Background: an optimization exercise with open tools, aiming at small area. Do not read the settings as production practice. The RTL was checked by simulation tests, not by an equivalence proof against the original design. Power is estimated from default activity; no workload was simulated.

`design/flow/design.v`:
```
module bcd7(d, h);
    input [3:0] d;
    output reg [6:0] h;
    always @(*) begin
        case (d)
            4'd0: h = 7'b1000000;
            4'd1: h = 7'b1111001;
            4'd2: h = 7'b0100100;
            4'd3: h = 7'b0110000;
            4'd4: h = 7'b0011001;
            4'd5: h = 7'b0010010;
            4'd6: h = 7'b0000010;
            4'd7: h = 7'b1111000;
            4'd8: h = 7'b0000000;
            4'd9: h = 7'b0011000;
            4'd15: h = 7'b0011000;
            default: h = 7'b0000000;
        endcase
    end
endmodule
module code7(c, h);
    input [4:0] c;
    output reg [6:0] h;
    always @(*) begin
        case (c)
            5'd0: h = 7'b1000000;
            5'd1: h = 7'b1111001;
            5'd2: h = 7'b0100100;
            5'd3: h = 7'b0110000;
            5'd4: h = 7'b0011001;
            5'd5: h = 7'b0010010;
            5'd6: h = 7'b0000010;
            5'd7: h = 7'b1111000;
            5'd8: h = 7'b0000000;
            5'd9: h = 7'b0011000;
            5'd10: h = 7'b0001000;
            5'd11: h = 7'b0000011;
            5'd12: h = 7'b1000110;
            5'd13: h = 7'b0100001;
            5'd14: h = 7'b0000110;
            5'd15: h = 7'b0001110;
            5'd16: h = 7'b0001100;
            5'd17: h = 7'b0001001;
            5'd18: h = 7'b1100011;
            5'd19: h = 7'b1000111;
            5'd20: h = 7'b0101011;
            5'd21: h = 7'b1111111;
            5'd22: h = 7'b0001111;
            5'd23: h = 7'b0010011;
            5'd24: h = 7'b0000000;
            5'd25: h = 7'b0000000;
            5'd26: h = 7'b0000000;
            5'd27: h = 7'b0000010;
            5'd28: h = 7'b0000000;
            5'd29: h = 7'b0000000;
            5'd30: h = 7'b0000000;
            5'd31: h = 7'b0110000;
        endcase
    end
endmodule
module top_module(SW, HEX0, HEX1, HEX2, HEX3, HEX4, HEX5, KEY, MAX10_CLK1_50, reset, SumTotal, ps, Finalmult);
    input [9:0] SW;
    output [6:0] HEX0, HEX1, HEX2, HEX3, HEX4, HEX5;
    input [1:0] KEY;
    input MAX10_CLK1_50;
    input reset;
    output [7:0] Finalmult;
    output [3:0] SumTotal, ps;
    reg [2:0] psopSeln;
    reg operationSel;
    reg key0q, key1q;
    assign ps = {operationSel, psopSeln};
    wire key0f = key0q & ~KEY[0];
    wire key1f = key1q & ~KEY[1];
    always @(posedge MAX10_CLK1_50) begin
        if (reset) begin
            key0q <= 1'b1;
            key1q <= 1'b1;
            psopSeln <= 3'b000;
            operationSel <= 1'b0;
        end else begin
            key0q <= KEY[0];
            key1q <= KEY[1];
            if (key0f) psopSeln <= (psopSeln >= 3'd6) ? 3'd0 : psopSeln + 3'd1;
            if (key1f) operationSel <= ~operationSel;
        end
    end
    wire [3:0] X = SW[3:0];
    wire [3:0] Y = SW[7:4];
    wire sel = operationSel;
    wire [2:0] op = psopSeln;
    wire act = sel & ~op[2];
    wire dig = sel & ~(op[2] & (op[1] | op[0]));
    wire m_s = act & ~op[1];
    wire m_p = act & op[1];
    wire [4:0] s = X + Y + (SW[8] & op[0]);
    wire [4:0] sg = m_s ? s : 5'd0;
    wire [3:0] Yg = m_p ? Y : 4'd0;
    wire [7:0] P = X * Yg;
    assign SumTotal = sg[3:0];
    assign Finalmult = P;
    reg [7:0] Rc;
    always @(*) begin
        Rc = 8'd0;
        if (!sel) begin
            case (op)
                3'd0: Rc = 8'd186;  
                3'd1: Rc = 8'd138;  
                3'd2: Rc = 8'd10;   
                3'd3: Rc = 8'd180;  
                3'd4: Rc = 8'd100;  
                default: Rc = 8'd211;  
            endcase
        end else if (op[2]) begin
            case (op[1:0])
                2'd0: begin
                    case (X)
                        4'd1: Rc = 8'd1;
                        4'd2: Rc = 8'd2;
                        4'd3: Rc = 8'd6;
                        4'd4: Rc = 8'd24;
                        4'd5: Rc = 8'd20;
                        4'd6: Rc = 8'd20;
                        4'd7: Rc = 8'd40;
                        4'd8: Rc = 8'd20;
                        4'd9: Rc = 8'd80;
                        default: Rc = 8'd0;
                    endcase
                end
                default: Rc = 8'd211;  
            endcase
        end
    end
    wire [7:0] R = P | {3'b000, sg} | Rc;
    wire [3:0] Rl = R % 10;
    wire [4:0] Rh = R / 10;
    wire Xh = X[3] & (X[2] | X[1]);
    wire [3:0] Xl = Xh ? X - 4'd10 : X;
    wire Yh = Y[3] & (Y[2] | Y[1]);
    wire [3:0] Yl = Yh ? Y - 4'd10 : Y;
    reg [3:0] F2, F3;
    always @(*) begin
        case (X)
            4'd5: begin F2 = 1; F3 = 0; end
            4'd6: begin F2 = 7; F3 = 0; end
            4'd8: begin F2 = 3; F3 = 4; end
            4'd9: begin F2 = 8; F3 = 8; end
            default: begin F2 = 0; F3 = 0; end
        endcase
    end
    reg [6:0] L2, L3;
    always @(*) begin
        L2 = 7'h7f; L3 = 7'h7f;
        case (op)
            3'd0: L2 = 7'b0010010;  
            3'd1: L2 = 7'b0001000;  
            3'd2: L2 = 7'b0100001;  
            3'd3: begin L2 = 7'b0101011; L3 = 7'b0101011; end  
            3'd4: L2 = 7'b0001110;  
            default: ;
        endcase
    end
    wire [3:0] d0 = (op[0] | op[2] | ~sel) ? Rl : Xl;
    wire [3:0] d2 = op[2] ? F2 : Yl;
    wire [3:0] d3 = op[2] ? F3 : {3'b000, Yh};
    wire [3:0] d4 = op[0] ? Xl : Rl;
    wire [6:0] s0, s2, s3, s4, sRh;    
    bcd7 b0 (.d(d0), .h(s0));
    bcd7 b2 (.d(d2), .h(s2));
    bcd7 b3 (.d(d3), .h(s3));
    bcd7 b4 (.d(d4), .h(s4));
    code7 cR (.c(Rh), .h(sRh));
    wire [6:0] sXh = {1'b1, Xh, Xh, Xh, 2'b00, Xh};
    wire hi = op[2] & (op[1] | op[0]);
    wire sl = ~sel;
    wire [6:0] k0 = {1'b0,
                     sl & (op == 3'd1 || op == 3'd2),
                     1'b0, 1'b0,
                     (sl & (op == 3'd3 || op == 3'd4)) | hi,
                     (sl & (op == 3'd2 || op == 3'd3 || op == 3'd4)) | hi,
                     sl & ~op[2]};
    assign HEX0 = s0 | k0;
    assign HEX1 = (~sel | op[0] | op[2]) ? sRh : sXh;
    assign HEX2 = dig ? s2 : L2;
    assign HEX3 = dig ? s3 : L3;
    assign HEX4 = act ? s4 : 7'h7f;
    assign HEX5 = act ? (op[0] ? sXh : sRh) : 7'h7f;
endmodule
```
`design/flow/flow/run.sh`:
```
#!/bin/bash
# Own layout flow: the standard ORFS flow (standard.sh), except that
#  - synthesis maps with ABC area-only scripts (deepsyn then amap, with different random seeds
#    and time limits, written below) instead of the area script with buffering and up-sizing, and skips Yosys's
#    full/half-adder extraction; everything else in synthesis is the standard script. The
#    scripts are split over 4 synthesis runs in parallel, each keeping its smallest mapping
#    (flow/best_abc.tcl), and the layout continues from the smallest of the 4;
#  - the ports are buffered with the smallest buffer cell (buf_1).
# Logs: flow_synth_N.log (each synthesis run's make output), flow_make.log (the rest), and
# ORFS's own logs under orfs/logs.
set -euo pipefail
W=$(pwd)
sed -e "/synth_preamble.tcl/a source $W/flow/best_abc.tcl" \
    -e 's/^\(\s*\)log_cmd abc {\*}\$abc_args/\1best_abc $abc_args/' \
    "$FLOW_HOME/scripts/synth.tcl" > "$W/flow_synth.tcl"
grep -q "best_abc \$abc_args" "$W/flow_synth.tcl"
sed -e "s|\$::env(SCRIPTS_DIR)/synth.tcl|$W/flow_synth.tcl|" synth_recipe.tcl > "$W/flow_synth_recipe.tcl"
SYN=(SYNTH_SCRIPT="$W/flow_synth_recipe.tcl" ADDER_MAP_FILE=)

N=4
# ABC scripts: the area script below for each random seed (1-24) and deepsyn time limit (25,
# 40 and 60 s), dealt round-robin to the N synthesis runs.
for g in $(seq 1 $N); do mkdir -p "$W/abc_$g"; done
i=0
for T in 25 40 60; do
  for S in $(seq 1 24); do
    g=$(( i % N + 1 ))
    printf 'strash\n&get -n\n&deepsyn -S %d -T %d\n&put\ndch -f\namap\n' "$S" "$T" \
      > "$W/abc_$g/ds_T${T}_S$(printf %02d "$S").abc"
    i=$(( i + 1 ))
  done
done
pids=()
for g in $(seq 1 $N); do
  FLOW_ABC_DIR="$W/abc_$g" bash standard.sh "${SYN[@]}" WORK_HOME="$W/orfs_$g" synth \
    > "$W/flow_synth_$g.log" 2>&1 &
  pids+=($!)
done
for p in "${pids[@]}"; do wait "$p"; done

best=""; best_area=""
for g in $(seq 1 $N); do
  a=$(sed -n "s/.*Chip area for module '\\\\top_module': \([0-9.]*\).*/\1/p" \
      "$W/orfs_$g/reports/sky130hd/top_module/base/synth_stat.txt" | head -1)
  echo "synthesis run $g: cell area $a" >> "$W/flow_synth_choice.log"
  if [[ -n "$a" ]] && { [[ -z "$best" ]] || awk "BEGIN{exit !($a < $best_area)}"; }; then
    best=$g; best_area=$a
  fi
done
echo "kept synthesis run $best ($best_area)" >> "$W/flow_synth_choice.log"
rm -rf "$W/orfs"
mv "$W/orfs_$best" "$W/orfs"
for g in $(seq 1 $N); do [[ "$g" == "$best" ]] || rm -rf "$W/orfs_$g"; done

FLOW_ABC_DIR="$W/abc_$best" bash standard.sh "${SYN[@]}" \
    BUFFER_PORTS_ARGS="-buffer_cell sky130_fd_sc_hd__buf_1" finish > "$W/flow_make.log" 2>&1
```
`design/flow/flow/best_abc.tcl`:
```
# Runs ABC once per script in flow/abc/ (the same area script with different random seeds and
# mappers) on the same design and keeps the mapping with the smallest cell area.
proc best_abc { abc_args } {
  set scripts [lsort [glob $::env(FLOW_ABC_DIR)/*.abc]]
  set stat_args {}
  foreach lib $::env(LIB_FILES) { lappend stat_args -liberty $lib }
  design -save my_before_abc
  set best_area 1e30
  foreach script $scripts {
    design -load my_before_abc
    abc {*}[lreplace $abc_args 1 1 $script]
    opt_clean -purge
    set out [tee -q -s result.string stat {*}$stat_args]
    if { [regexp {Chip area for module[^:]*:\s*([0-9.]+)} $out -> area] } {
      puts "best_abc: [file tail $script] gives cell area $area"
      if { $area < $best_area } {
        set best_area $area
        design -save my_best_abc
      }
    }
  }
  design -load my_best_abc
  puts "best_abc: kept cell area $best_area"
}
```
`design/flow/standard.sh`:
```
#!/bin/bash
# synth_recipe.tcl (not shown) runs the flow's synth.tcl, then flattens the netlist and writes it again
# the make line also repeats each setting of config.mk as NAME=value (left out here)
make -C /OpenROAD-flow-scripts/flow DESIGN_CONFIG=/design/flow/config.mk WORK_HOME=/design/flow/orfs CLKGATE_MAP_FILE= SYNTH_SCRIPT=/design/flow/synth_recipe.tcl "${@:-finish}"
```
`design/flow/config.mk`:
```
export PLATFORM = sky130hd
export DESIGN_NAME = top_module
export DESIGN_NICKNAME = top_module
export VERILOG_FILES = /design/flow/design.v
export SDC_FILE = /design/flow/constraint.sdc
export NUM_CORES = 4
export LEC_CHECK = 0
export ABC_AREA = 1
export CAP_MARGIN = 20
export CORE_MARGIN = 2
export CORE_UTILIZATION = 40
export CTS_BUF_LIST = sky130_fd_sc_hd__clkbuf_2
export SLEW_MARGIN = 20
```
`design/flow/constraint.sdc`:
```
create_clock -name core_clock -period 20.0 [get_ports {MAX10_CLK1_50}]
set_input_delay 4.0000 -clock core_clock [delete_from_list [all_inputs] [get_ports {MAX10_CLK1_50}]]
set_output_delay 4.0000 -clock core_clock [all_outputs]
set_load 0.01 [all_outputs]
```
==> parameters.txt, run 1 <==
Parameter                              Value

Run status
  Status    complete, no violations

Timing
  Slew at the pin with the worst max-slew slack    about 910 ps
  Max_slew headroom    0.393
  Portion of the clock cycle consumed by the worst path in the final layout    0.784
  Tmin final    15690 ps
  Count of pins over their slew limit    0
  Post-route setup TNS    0 ps
  Final setup violation count    0
  Number of failing hold endpoints at the final stage    0
  Unrepaired setup endpoints after global routing    false
  Worst clock skew    0.489 ps
  Setup slack after layout    between 4000 and 5000 ps
  Maximum achievable frequency    0.0638 GHz
  Hold Worst Slack    537 ps

Yosys
  Leading area contributor after synthesis    nor2_1
  Count of state elements after synthesis    6
  Share of synthesized flip-flops with an asynchronous set or reset    0
  Total of warnings raised by yosys    3
  Post-Syn Area per Cell    5.15 um^2
  Yosys cell types    36
  Total standard cell area after synthesis    0.00179 mm^2
  Most common cell in the netlist    nor2_1
  Post-synthesis sequential area ratio    0.0671
  Area contributors post-synth    nor2_1, clkinv_1, o21ai_0, o22ai_1, a21oi_1
  Number of instances in the synthesized netlist    348
  Number of enable flip-flop cells after synthesis    0
  Net Count, Synth    362
  Leading post-synthesis cells by instance count    nor2_1, clkinv_1, o21ai_0
  Portion of synthesized cell area occupied by the leading cell type    0.226
  Ys flop type    dfxtp_1

Placement
  Final weighted congestion in routability-driven placement    0.926
  Port-buffer cells    70
  Placed instance count    469
  Post-placement setup slack    4480 ps
  Post-DP HPWL    5240 um

Global route
  Maximum number of pins on one net before global-route repair    18
  Leftover overflow at the end of global routing    0
  Antenna violations before repair    0
  Wire length of the first global-routing pass    10700 um
  Vias in the first global route    2376
  Global Route Usage Sum    0.250

Clock tree
  H-tree levels    1
  CTS buffer count    3
  Clock Tree Buf Depth    2
  Hold-fix buffers, CTS    0
  CTS tree    built
  Setup Fix Bufs, Post-CTS    0
  Clock insertion delay at the later pin of the skew report    210 ps
  Number of sinks handled by clock tree synthesis    6
  Post_cts resized    0
  Clock-pin slew of the registers on the worst-case setup and hold paths    ~60 ps
  Buffer type at the clock tree root    clkbuf_2

Worst setup path
  Top cell by count, worst path    nor2_1
  Slowest CP cell    o21ai_0
  Worst-path fanout max    9
  Required time at the endpoint of the critical path    about 16000 ps
  Worst setup path category    input port to output port
  Worst path arrival time    11690 ps
  Type of element launching the critical path    input port
  Critical path capture point type    output port
  Worst setup slack for register-to-register paths    18460 ps
  Largest incremental delay on the critical path    between 600 and 700 ps

Detailed routing
  Antenna viol nets, final    0
  Routed Wire Length    around 6400 um
  Routed length per placed instance    between 10 and 15 um
  Drt first pass iters    4
  Via total after detailed routing    between 2000 and 3000
  Number of design rule violations left after detail routing    0
  Initial DRC count    167
  Post-DR vias/cell    between 5 and 6

Floorplan
  Area of the die    0.00503 mm^2
  Core area    0.00432 mm^2
  Number of placed I/O pins    72
  Initial Util    0.414
  Die X-Extent    70.9 um
  Row cnt    24
  Height of the die    70.9 um

Layout
  Diode insertion count for antenna repair    0
  Share of layout cells above drive strength 1    0.00952
  Fillcell total    around 510
  Layout overhead on the synthesized area    18.9%
  Final Instance Count excl. Fillers    around 470
  Final design utilization    0.492
  Layout Nets    436

Pwr
  Max VDD drop    0.0000452 V
  PD cells    67.5 mW/mm^2
  Pleak    0.000721 uW

Worst hold path
  Class of the worst hold path    flop to flop

Job
  Count of max-cap constraint violations    0
-- critical path: cells and delay by family --
family                 cells  cell delay, ps
buffers and inverters      8            1580
and+or+nand+nor           14            2140
AOI/OAI and AO/OA         15            3930
-- state kept, by name, indices dropped and copies added (netlist names) --
name	flops
key1q	1
psopSeln	3
operationSel	1
key0q	1
-- per-layer routing --
metal,global-route usage,vias up,part of all wire
li1,-,1386,-
met1,0.360,1201,0.46
met2,0.425,102,0.48
met5,0,-,0
met3,0.00855,2,0.061
met4,0.0335,0,0.0019
-- power breakdown --
group	leakage, uW	switching [uW]	total [uW]	internal [uW]
Clock	0.0000125	4.01	8.08	4.07
Combinational	0.000659	81.8	121	39.7
Sequential	0.0000496	1.55	14.3	12.7
Total	0.000721	87.3	144	56.4
-- cells in the final DEF (no fill, tap or decap), drive strengths merged, types with 4 or more instances in the layout --
cell type and instances:
nor2 108, buf 71, clkinv 49, o21ai 35
a21oi 25, nand2 22, o22ai 21, nor3 11
a211oi 9, or2 8, dfxtp 6, a31oi 5
o21a 5, a21boi 5, or3 4, nand3 4
o31ai 4
-- worst paths after layout --
path                                  start           to  depth (start not counted)
worst min register to register  psopSeln[1]  psopSeln[1]                          2
worst max register to register  psopSeln[0]  psopSeln[2]                          4
worst min-delay path            psopSeln[1]  psopSeln[1]                          2
worst max-delay path                  SW[2]      HEX0[1]                         37
-- logic make-up after synthesis --
| kind of cell | share of synthesized area |
|---|---|
| xor gates and xnor gates | 0.00489 |
| AOI/OAI and AO/OA | 0.435 |
| DFF | 0.0671 |
| buffers and inverters | 0.109 |
| and+or+nand+nor | 0.384 |
-- final cells by class --
type	instances	area (um^2)	share of cell area
clock buffers	3	15.0	0.00705
inverters	49	184	0.0864
multi-input cells	291	1480	0.693
flip-flops and latches	6	120	0.0564
well taps	52	65.1	0.0306
repair buffers	71	270	0.127
-- metrics by stage --
stage,total power (uW),area [um^2]
2_1_floorplan,101,1790
3_3_place_gp,133,2110
3_5_place_dp,135,2110
5_1_grt,161,2130
4_1_cts,143,2130
6_report,144,2130
==> run 2: changes to the inputs <==
--- a/design/flow/design.v
+++ b/design/flow/design.v
@@ -105,9 +105,9 @@
         if (!sel) begin
             case (op)
-                3'd0: Rc = 8'd186;  
-                3'd1: Rc = 8'd138;  
-                3'd2: Rc = 8'd10;   
-                3'd3: Rc = 8'd180;  
-                3'd4: Rc = 8'd100;  
+                3'd0: Rc = 8'd186;
+                3'd1: Rc = 8'd138;
+                3'd2: Rc = 8'd10;
+                3'd3: Rc = 8'd180;
+                3'd4: Rc = 8'd106;
                 default: Rc = 8'd211;  
             endcase
@@ -174,10 +174,11 @@
     wire hi = op[2] & (op[1] | op[0]);
     wire sl = ~sel;
-    wire [6:0] k0 = {1'b0,
-                     sl & (op == 3'd1 || op == 3'd2),
-                     1'b0, 1'b0,
+    wire [6:0] k0 = {(sl & (op == 3'd4)),
+                     (sl & (op == 3'd1 || op == 3'd2)),
+                     1'b0,
+                     1'b0,
                      (sl & (op == 3'd3 || op == 3'd4)) | hi,
-                     (sl & (op == 3'd2 || op == 3'd3 || op == 3'd4)) | hi,
-                     sl & ~op[2]};
+                     (sl & (op == 3'd2 || op == 3'd3)) | hi,
+                     (sl & (op == 3'd0 || op == 3'd1 || op == 3'd2 || op == 3'd3))};
     assign HEX0 = s0 | k0;
     assign HEX1 = (~sel | op[0] | op[2]) ? sRh : sXh;
--- a/design/flow/flow/run.sh
+++ b/design/flow/flow/run.sh
@@ -19,10 +19,10 @@
 
 N=4
-# ABC scripts: the area script below for each random seed (1-24) and deepsyn time limit (25,
+# ABC scripts: the area script below for each random seed (1-12) and deepsyn time limit (25,
 # 40 and 60 s), dealt round-robin to the N synthesis runs.
 for g in $(seq 1 $N); do mkdir -p "$W/abc_$g"; done
 i=0
 for T in 25 40 60; do
-  for S in $(seq 1 24); do
+  for S in $(seq 1 12); do
     g=$(( i % N + 1 ))
     printf 'strash\n&get -n\n&deepsyn -S %d -T %d\n&put\ndch -f\namap\n' "$S" "$T" \
==> parameters.txt, run 2 <==
Parameter                              Value

Yosys
  Count of state elements after synthesis    6
  Post-synthesis sequential area ratio    0.0677
  Leading area contributor after synthesis    nor2_1
  Portion of synthesized cell area occupied by the leading cell type    0.193
  Share of synthesized flip-flops with an asynchronous set or reset    0
  Most common cell in the netlist    nor2_1
  Post-Syn Area per Cell    5.14 um^2
  Number of instances in the synthesized netlist    345
  Ys flop type    dfxtp_1
  Net Count, Synth    roughly 360
  Total of warnings raised by yosys    3
  Yosys cell types    34
  Number of enable flip-flop cells after synthesis    0
  Total standard cell area after synthesis    0.00177 mm^2
  Leading post-synthesis cells by instance count    nor2_1, clkinv_1, nand2_1
  Area contributors post-synth    nor2_1, clkinv_1, o21ai_0, nand2_1, a21oi_1

Clock tree
  CTS tree    built
  Post_cts resized    0
  Buffer type at the clock tree root    clkbuf_2
  Hold-fix buffers, CTS    0
  H-tree levels    1
  CTS buffer count    3
  Clock Tree Buf Depth    2
  Number of sinks handled by clock tree synthesis    6
  Clock insertion delay at the later pin of the skew report    roughly 220 ps
  Setup Fix Bufs, Post-CTS    0
  Clock-pin slew of the registers on the worst-case setup and hold paths    approximately 50 ps

Detailed routing
  Routed Wire Length    6040 um
  Number of design rule violations left after detail routing    0
  Post-DR vias/cell    roughly 5.7
  Via total after detailed routing    2654
  Initial DRC count    164
  Routed length per placed instance    roughly 13 um
  Total length of routed met2 wires    2850 um
  Routed metal-1 wire length    2660 um
  Amount of wire on met3 after detailed routing    516 um
  Antenna viol nets, final    0
  Drt first pass iters    5
  Highest routed layer    met4

Worst hold path
  Worst hold endpoint    operationSel
  Class of the worst hold path    flop to flop
  Worst hold path cell count    2
  Worst Hold Launch    key1q

Pwr
  Total design power    160 uW
  Max VDD drop    roughly 0.000059 V
  Switching component of the power    96.2 uW
  Seq pwr share    0.090
  Sw frac    0.601
  Pleak    0.000736 uW
  Fraction of power consumed by the clock network    0.052
  Int Pwr    63.8 uW
  Proportion of power drawn by combinational gates    0.859
  PD cells    75.7 mW/mm^2

Placement
  Port-buffer cells    70
  Final weighted congestion in routability-driven placement    0.898
  Post-DP HPWL    4980 um

Worst setup path
  Critical path capture point type    output port
  Buf+Inv Stages, Crit Path    9
  Required time at the endpoint of the critical path    16000 ps
  Worst r2r src    psopSeln[0]
  Worst reg-to-reg path cell count    5
  Type of element launching the critical path    input port
  Top Family by Delay on Critical Path    simple AND/OR/NAND/NOR gates
  Largest incremental delay on the critical path    530 ps
  Reg-to-reg critical path endpoint    psopSeln[0]
  Top cell by count, worst path    o21ai_0
  Worst setup path category    input port to output port
  Slowest CP cell    nor3_1
  Worst setup slack for register-to-register paths    roughly 19000 ps
  Worst path arrival time    11060 ps
  Worst-path fanout max    8

Timing
  Final setup violation count    0
  Slew at the pin with the worst max-slew slack    894 ps
  Portion of the clock cycle consumed by the worst path in the final layout    0.753
  Maximum achievable frequency    0.0664 GHz
  Max_slew headroom    0.398
  Worst clock skew    0.990 ps
  Unrepaired setup endpoints after global routing    false
  Number of failing hold endpoints at the final stage    0
  Tmin final    around 15000 ps
  Count of pins over their slew limit    0
  Post-route setup TNS    0 ps

Global route
  Maximum number of pins on one net before global-route repair    17
  Leftover overflow at the end of global routing    0
  Antenna violations before repair    0
  Wire length of the first global-routing pass    10500 um
  Vias in the first global route    ~2400
  Global Route Usage Sum    0.245

Floorplan
  Initial Util    0.410
  Die X-Extent    70.6 um
  Row cnt    24
  Number of placed I/O pins    72
  Height of the die    slightly above 70 um
  Core area    0.00432 mm^2
  Area of the die    0.00498 mm^2

Job
  Count of max-cap constraint violations    0

Layout
  Highest-count cells in the layout ignoring fill and taps    nor2_1, buf_1, clkinv_1, nand2_1, o21ai_0
  Share of layout cells above drive strength 1    0.00959
  Register area    around 120 um^2
  Layout overhead on the synthesized area    19.1%
  Layout Nets    433
  Most common library cell in the layout ignoring fill and taps    nor2_1
  Top reg by flops    psopSeln
  Fillcell total    504
  Flip-flop count of the largest register after layout    3
  Area occupied by multi-input gates    0.00147 mm^2
  Diode insertion count for antenna repair    0

Run status
  Status    complete, no violations
==> run 2: cell types whose count changed after synthesis, moves of 4 or more <==
cell / previous run / this run
a22oi_1: 0 / 5
o21a_1: 5 / 14
nand2_1: 22 / 41
nor3_1: 11 / 15
o22ai_1: 21 / 12
nor2_1: 108 / 91
a21boi_0: 5 / 0
==> run 2: worst max-delay path by stage <==
stage | start | to | depth (start not counted) | slack, ps
after global placement | SW[2] | HEX0[0] | 39 | 5160
final | SW[2] | HEX0[0] | 39 | 4940
after detailed placement | SW[2] | HEX0[0] | 40 | 5120
after CTS | SW[2] | HEX0[0] | 39 | 5050
after global routing | SW[2] | HEX0[0] | 39 | 3860
after floorplan | SW[2] | HEX0[0] | 38 | 6660
==> run 2: per-layer routing <==
layer,global-route usage,vias up
met2,0.435,129
met5,0,-
met1,0.321,1161
li1,-,1362
met3,0.0342,2
met4,0.0419,0
==> run 2: cells by family (layout without fill, tap and decap cells) <==
family | count (synthesis) | in the layout | share of synthesized area
AND/OR/NAND/NOR | 172 | 172 | 0.408
buffers and inverters | 48 | 120 | 0.104
AO/OA/AOI/OAI | 119 | 119 | 0.420
flip-flops | 6 | 6 | 0.0677
==> run 2: worst reg2reg max path: cells and delay by family, from the launching register on <==
kind / cells / cell delay [ps]
simple gates: 3 / 400
compound gates: 1 / 270
flops: 1 / 440
buf+inv: 1 / 290
==> run 2: power groups by stage <==
stage	logic (uW)	clock network [uW]	registers (uW)
finish	137	8.25	14.4
CTS	137	8.37	14.4
floorplan	101	0	14.2
global placement	135	0	14.6
detailed placement	136	0	14.6
global route	156	9.28	14.6
==> run 2: area by class of cell <==
| class | instances | share of cell area |
|---|---|---|
| Timing Repair Buffer | 71 | 0.128 |
| Clock buffer | 3 | 0.00710 |
| Sequential cell | 6 | 0.0568 |
| Inverter | 46 | 0.0817 |
| Multi-Input combinational cell | 291 | 0.696 |
| Tap cell | 52 | 0.0308 |
==> run 2: through the flow <==
step	setup WS, ps	util	hold WS [ps]	instance area [um^2]	cells
global placement	5160	0.485	563	2100	466
global route	3860	0.489	634	2110	469
finish	4940	0.489	591	2110	469
floorplan	6660	-	552	1770	345
CTS	5050	0.489	600	2110	469
detailed placement	5120	0.485	593	2100	466

-- static timing again, ports no longer ideal --
No port has a modelled driver above. Below, the same layouts with a new extraction and two added sets of constraints.
Step 1: set_driving_cell puts a clkbuf_16 on MAX10_CLK1_50 and a buf_2 on each other input, an assumption about the parent block.
Step 2 moves the port delays by t, midway between the first and last clock arrival at a register: inputs arrive t later, outputs are due t later. That takes back most of the time a late clock gives input paths.
a / b / c = ideal / step 1 / step 2; a / b = the first two.
run	shift t [ns]	setup WS [ns]	worst hold slack (ns)	worst register clock-pin slew, ns
run 1	0.223	4.314 / 4.293 / 4.293	0.537 / 0.537 / 0.537	0.06 / 0.06
run 2	0.234	4.937 / 4.914 / 4.914	0.591 / 0.591 / 0.591	0.06 / 0.06
After both steps every run listed still meets setup and hold. For run 2, which loses most, drivers alone change the setup slack by -0.023 ns; drivers and shift together by -0.023 ns.
